This design comes from an exercise in tuning for small area, a short achievable clock period and few clock cycles on the open sky130 flow, not from production work. In this exercise RTL edits were held to simulation tests only and were not proved equivalent to the original.

## kmeans_top
module kmeans_top #
(
    parameter K = 8,
    parameter D = 4,
    parameter W = 8,
    parameter N = 128
)
(
    input clk,
    input rst,
    input start,
    input signed [D*W-1:0] point_flat,
    input signed [K*D*W-1:0] init_centroid_flat,
    output done,
    output [6:0] point_addr,
    output signed [K*D*W-1:0] final_centroid_flat
);
==> flow/config.mk <==
export PLATFORM = sky130hd
export DESIGN_NAME = kmeans_top
export DESIGN_NICKNAME = kmeans_top
export VERILOG_FILES = /design/flow/design.v
export SDC_FILE = /design/flow/constraint.sdc
export NUM_CORES = 8
export LEC_CHECK = 0
export ABC_CLOCK_PERIOD_IN_PS = 9000
export CAP_MARGIN = 20
export CORE_MARGIN = 2
export CORE_UTILIZATION = 65
export GPL_ROUTABILITY_DRIVEN = 0
export PLACE_DENSITY = 0.95
export SLEW_MARGIN = 20
export SYNTH_HIERARCHICAL = 1
==> flow/constraint.sdc <==
create_clock -name core_clock -period 40.0 [get_ports {clk}]
set_input_delay 8.0000 -clock core_clock [delete_from_list [all_inputs] [get_ports {clk}]]
set_output_delay 8.0000 -clock core_clock [all_outputs]
set_load 0.01 [all_outputs]
standard.sh (not shown) runs the stock make flow with config.mk's settings and CLKGATE_MAP_FILE= SYNTH_SCRIPT=/design/flow/synth_recipe.tcl, a recipe that flattens the netlist after the stock synthesis.
==> flow/flow/run.sh <==
#!/bin/bash
# Layout flow: the standard synthesis unchanged, then the standard
# layout steps, with
#  - the timing repair asked to leave SETUP_SLACK_MARGIN ns of setup slack,
#    i.e. to aim at a shorter period than the constraint's 40 ns;
#  - small port buffers (every port still gets its own buffer);
#  - clock tree synthesis without dummy loads.
set -euo pipefail
MARGIN=30.6
CTS="-sink_clustering_enable -repair_clock_nets -dont_use_dummy_load -sink_clustering_size 24 -sink_clustering_max_diameter 120"
bash standard.sh synth > synth.log 2>&1
sed "s|CLKGATE_MAP_FILE= |CLKGATE_MAP_FILE= SETUP_SLACK_MARGIN=$MARGIN 'BUFFER_PORTS_ARGS=-buffer_cell sky130_fd_sc_hd__buf_1' 'CTS_ARGS=$CTS' |" standard.sh > layout.sh
bash layout.sh > layout.log 2>&1
The starting point aborted during global routing (5_1_grt).
Testbench counts at the start, summed over its fixed seeds: cycles 132,252.
Then changed:
GPL_ROUTABILITY_DRIVEN = default   (was 0)
PLACE_DENSITY = 0.85   (was 0.95)
=> Now the flow finished clean. Synthesized cell count is unchanged. Synthesized area does not change.
Then changed:
PLACE_DENSITY = 0.75   (was 0.85)
Result: The changed run ran to the end with no violations; core utilization went up by 0.27 points; count of clock-buffer cells in the layout stays the same; clock skew increases by 0.032 ns; final area went up by 0.37%.
Then changed:
GPL_ROUTABILITY_DRIVEN = 0   (was default)
PLACE_DENSITY = 0.85   (was 0.75)
=>
- count of clock-buffer cells in the layout rises by 6
- routed wire length is higher slightly
- core utilization is about the same
- global-route usage is lower by 0.13 points
- critical path depth does not change


run 1:
kmeans_top, a different RTL version from the one above (not shown whole).
For scale: ~8000 cells after synthesis, about 560 I/O pins, ~0.093 mm2 of cells after synthesis.
Design kmeans_top, start of the top module:
module kmeans_top #
(
    parameter K = 8,
    parameter D = 4,
    parameter W = 8,
    parameter N = 128
)
(
    input clk,
    input rst,
    input start,
    input signed [D*W-1:0] point_flat,
    input signed [K*D*W-1:0] init_centroid_flat,
    output done,
    output [6:0] point_addr,
    output signed [K*D*W-1:0] final_centroid_flat
);
    localparam PASS_LEN = 140;    
    reg        run;        
    reg        done_r;
    reg        conv_q;     
    reg [7:0]  t;          
    wire idle = ~run & ~done_r;
    wire load = idle & start;
    reg [K*D*W-1:0] cen;   
    assign final_centroid_flat = cen;
    assign done = done_r;
    assign point_addr = t[6:0];
    reg [31:0] p0;
    reg        v1;         
    always @(posedge clk) p0 <= point_flat;
    wire [31:0] pn = ~p0;
    wire [17:0] dst [0:K-1];
    genvar gk, gd;
    generate for (gk = 0; gk < K; gk = gk + 1) begin : g_dist
        sqdist u_sq (.pn(pn), .c(cen[gk*32 +: 32]), .d(dst[gk]));
    end endgenerate
    reg [17:0] dq [0:K-1];
    reg [31:0] p1;
    reg        v2;
    integer i;
    always @(posedge clk) begin
        for (i = 0; i < K; i = i + 1) dq[i] <= dst[i];
        p1 <= p0;
    end
    wire        c1a = dq[1] < dq[0];
    wire        c1b = dq[3] < dq[2];
    wire        c1c = dq[5] < dq[4];
    wire        c1d = dq[7] < dq[6];
    wire [17:0] m1a = c1a ? dq[1] : dq[0];
    wire [17:0] m1b = c1b ? dq[3] : dq[2];
    wire [17:0] m1c = c1c ? dq[5] : dq[4];
  ...
==> flow/config.mk <==
export PLATFORM = sky130hd
export DESIGN_NAME = kmeans_top
export DESIGN_NICKNAME = kmeans_top
export VERILOG_FILES = /design/flow/design.v
export SDC_FILE = /design/flow/constraint.sdc
export NUM_CORES = 8
export LEC_CHECK = 0
export ABC_CLOCK_PERIOD_IN_PS = 9000
export CAP_MARGIN = 20
export CORE_MARGIN = 2
export CORE_UTILIZATION = 65
export PLACE_DENSITY = 0.8
export SLEW_MARGIN = 20
export SYNTH_HIERARCHICAL = 1
==> flow/constraint.sdc <==
create_clock -name core_clock -period 40.0 [get_ports {clk}]
set_input_delay 8.0000 -clock core_clock [delete_from_list [all_inputs] [get_ports {clk}]]
set_output_delay 8.0000 -clock core_clock [all_outputs]
set_load 0.01 [all_outputs]
Scripts as last shown in full above: flow/flow/run.sh
Testbench counts of run 1, summed over its fixed seeds: cycles 132,252.
For run 2, these inputs were changed with respect to run 1:
- PLACE_DENSITY now 0.85, was 0.8
- CORE_UTILIZATION now 70, was 65
### Flow results
Run 2 | status: complete | timing, DRC, antenna: pass. Run 1 -> run 2: maximum frequency flat. [compare] base=run 1 new=run 2: final critical path time including I/O delays and setup moved down, utilization of the core after routing moved up, worst setup slack moved up, flip-flop and latch count level. Area growth from synthesis to final layout is higher on run 1. Diff run 1 -> run 2: number of buffers added for setup after CTS fell about 40%.
Input changes introduced in run 3 (baseline for comparison: run 2):
- CORE_UTILIZATION changed from 70 to 65
--- a/flow/flow/run.sh
+++ b/flow/flow/run.sh
@@ -9 +9 @@
-MARGIN=30.6
+MARGIN=30.75
Against run 2, run 3 reports a first-pass GRT wire length that is higher. Changes observed in run 3 relative to run 2: worst hold slack +0.0032 ns, number of tap cells inserted +135. Run 3 -> run 2: final max-slew violation count delta 0, exact match. Summary of run 3 over run 2: per-cell via count in the routed design lower, wire length higher.
diff inputs: run 3 => run 4
--- a/flow/flow/run.sh
+++ b/flow/flow/run.sh
@@ -9 +9 @@
-MARGIN=30.75
+MARGIN=30.45
### Flow results
- Setup slack deteriorates in run 4 relative to run 3.
- Run 4 vs. run 3: number of non-clock inverters closely matched the old numbers.
Modified inputs, run 5 compared to run 4
--- a/flow/flow/run.sh
+++ b/flow/flow/run.sh
@@ -9,2 +9,2 @@
-MARGIN=30.45
-CTS="-sink_clustering_enable -repair_clock_nets -dont_use_dummy_load -sink_clustering_size 24 -sink_clustering_max_diameter 120"
+MARGIN=30.6
+CTS="-sink_clustering_enable -repair_clock_nets -dont_use_dummy_load -sink_clustering_size 20 -sink_clustering_max_diameter 100"
Results
The standard cells in run 5 occupy more silicon area than those in run 4 do. Comparing run 5 against run 4, there is no change at all in share of the synthesized area in compound gates (AO/OA/AOI/OAI). Run 5 vs. run 4: initial antenna violation count went up; sequential share of layout area -0.24 points.

## re-timing with driven ports
Ports are ideal in the flow. The routed layouts listed here were re-timed in OpenROAD. Step 1 assumes that a clkbuf_16 drives the clock port and a buf_2 every other input. Step 2 adds t to the input delays and takes it off the output delays; t is the mean of the earliest and latest rising clock arrival at the registers after step 1. Input paths then give back, and output paths get back, about the clock's delay inside the block. a / b / c = ideal / step 1 / step 2; a / b = the first two.
run	shift t [ns]	setup slack, ns	worst register clock-pin slew, ns
the second run of note 1	0.803	30.591 / 30.502 / 29.920	0.11 / 0.11
the third run of note 1	0.785	30.538 / 30.453 / 29.857	0.11 / 0.11
the fourth run of note 1	0.798	30.532 / 30.439 / 29.960	0.11 / 0.11
run 1	0.805	30.554 / 30.464 / 29.934	0.11 / 0.11
run 2	0.800	30.561 / 30.474 / 29.885	0.11 / 0.11
run 3	0.798	30.527 / 30.436 / 30.057	0.11 / 0.11
run 4	0.773	30.427 / 30.336 / 29.787	0.11 / 0.11
run 5	0.785	30.560 / 30.474 / 30.055	0.10 / 0.10
After both steps every run listed still meets setup and hold. For the third run of note 1, which loses most, drivers alone change the setup slack by -0.085 ns; drivers and shift together by -0.681 ns.
